From an optimization exercise on the open Yosys and OpenROAD flow, aimed at small area and a short achievable clock period; shortcuts taken in it are not production practice.
In this exercise RTL edits were held to simulation tests only and were not proved equivalent to the original.
Power is estimated from default activity; no workload was simulated.

Design mac5, start of the top module:
module mac5 #(parameter WIDTH=32)
   (input logic [(WIDTH/2)-1:0] a,
    input logic [(WIDTH/2)-1:0] b,
    input logic               clk, reset,
    output logic [WIDTH-1:0]  out);
Size: about 210 flip-flops, ~66 I/O pins, roughly 12000 µm² of cells after synthesis.
==> flow/config.mk <==
export PLATFORM = sky130hd
export DESIGN_NAME = mac5
export DESIGN_NICKNAME = mac5
export VERILOG_FILES = /design/flow/design.v
export SDC_FILE = /design/flow/constraint.sdc
export NUM_CORES = 4
export LEC_CHECK = 0
export ABC_CLOCK_PERIOD_IN_PS = 1000
export CAP_MARGIN = 20
export CORE_MARGIN = 2
export CORE_UTILIZATION = 40
export SETUP_SLACK_MARGIN = 4.5
export SLEW_MARGIN = 20
export SYNTH_HIERARCHICAL = 1
export SYNTH_MINIMUM_KEEP_SIZE = 0
==> flow/constraint.sdc <==
create_clock -name core_clock -period 7.0 [get_ports {clk}]
set_input_delay 1.4000 -clock core_clock [delete_from_list [all_inputs] [get_ports {clk}]]
set_output_delay 1.4000 -clock core_clock [all_outputs]
set_load 0.01 [all_outputs]
standard.sh (not shown) runs the stock make flow with config.mk's settings and CLKGATE_MAP_FILE= SYNTH_SCRIPT=/design/flow/synth_recipe.tcl, a recipe that flattens the netlist after the stock synthesis.
==> flow/flow/run.sh <==
#!/bin/bash
# Standard layout, with port buffers of a plain buffer cell, sizing not held to
# the cells' footprints, and a clock tree without dummy loads.
bash standard.sh MATCH_CELL_FOOTPRINT=0 \
  BUFFER_PORTS_ARGS="-buffer_cell sky130_fd_sc_hd__buf_2" \
  CTS_ARGS="-sink_clustering_enable -repair_clock_nets -dont_use_dummy_load -sink_clustering_size 30 -sink_clustering_max_diameter 60 -sink_clustering_levels 1" \
  finish > standard.log 2>&1
Next try:
==> flow/flow/run.sh (replaced) <==
#!/bin/bash
# Standard layout, with port buffers of a plain buffer cell, sizing not held to
# the cells' footprints, and a clock tree without dummy loads.
bash standard.sh MATCH_CELL_FOOTPRINT=0 \
  BUFFER_PORTS_ARGS="-buffer_cell sky130_fd_sc_hd__buf_1" \
  CTS_ARGS="-sink_clustering_enable -repair_clock_nets -dont_use_dummy_load -sink_clustering_size 30 -sink_clustering_max_diameter 60" \
  finish > standard.log 2>&1
--- a/flow/config.mk
+++ b/flow/config.mk
@@ -8 +8 @@
-export ABC_CLOCK_PERIOD_IN_PS = 1000
+export ABC_CLOCK_PERIOD_IN_PS = 2000
Effect:
- global-route usage is higher by 0.17 points
- final area fell by 0.58%
- total power fell by 0.45%
Next try:
--- a/flow/config.mk
+++ b/flow/config.mk
@@ -8 +8 @@
-export ABC_CLOCK_PERIOD_IN_PS = 2000
+export ABC_CLOCK_PERIOD_IN_PS = 1000
@@ -12 +12 @@
-export SETUP_SLACK_MARGIN = 4.5
+export SETUP_SLACK_MARGIN = 4.6
@@ -15,0 +16 @@
+export TNS_END_PERCENT = 10
After rerunning: The new run passed the timing, design-rule and antenna checks; critical path depth decreases by 8; die area is unchanged; design area came out higher by about 1.6%; worst setup slack improved by 17 ps; synthesized area is unchanged; clock power grows by about 3%; power came out higher by 0.62%; hold slack loses 15 ps; synthesized cell count stays the same.
Next try:
--- a/flow/flow/run.sh
+++ b/flow/flow/run.sh
@@ -6 +6 @@
-  CTS_ARGS="-sink_clustering_enable -repair_clock_nets -dont_use_dummy_load -sink_clustering_size 30 -sink_clustering_max_diameter 60" \
+  CTS_ARGS="-sink_clustering_enable -repair_clock_nets -dont_use_dummy_load -sink_clustering_size 24 -sink_clustering_max_diameter 50 -root_buf sky130_fd_sc_hd__clkbuf_16 -buf_list sky130_fd_sc_hd__clkbuf_8" \
--- a/flow/config.mk
+++ b/flow/config.mk
@@ -12 +12 @@
-export SETUP_SLACK_MARGIN = 4.6
+export SETUP_SLACK_MARGIN = 4.5
@@ -16 +15,0 @@
-export TNS_END_PERCENT = 10
After rerunning: Die area is unchanged. Design area came out lower by a few percent. Routed wire length rose by a few percent. Setup slack is worse by 79 ps. First-iteration DRC count is higher by a few percent. Sequential share of layout area increases by 0.70 points. Via count rose slightly. Power drops by a few percent. Cell count decreases slightly. Non-clock buffer count came out lower by 14.

-- separate check: timing with driven ports --
In the flow no input, the clock included, has a driving cell. The finished layouts below were timed again as built, in two steps. Step 1: set_driving_cell puts a clkbuf_16 on clk and a buf_2 on each other input, an assumption about the parent block. Step 2 adds t to the input delays and takes it off the output delays; t is the mean of the earliest and latest rising clock arrival at the registers after step 1. Input paths then give back, and output paths get back, about the clock's delay inside the block. Slacks: no drivers / after step 1 / after step 2; pairs: no drivers / after step 1.
| run | shift t [ns] | setup WS [ns] | clock arrival spread, ns | worst data-port slew with drivers (ns) | pins driven straight from the clock port |
|---|---|---|---|---|---|
| the first run | 0.533 | 4.558 / 4.528 / 4.558 | 0.059 / 0.059 | 0.04 | 1 |
| the second run | 0.530 | 4.567 / 4.516 / 4.567 | 0.059 / 0.059 | 0.04 | 1 |
| the third run | 0.532 | 4.583 / 4.535 / 4.611 | 0.069 / 0.069 | 0.04 | 1 |
| the fourth run | 0.516 | 4.504 / 4.504 / 4.504 | 0.062 / 0.062 | 0.04 | 1 |
After both steps every run listed still meets setup and hold.
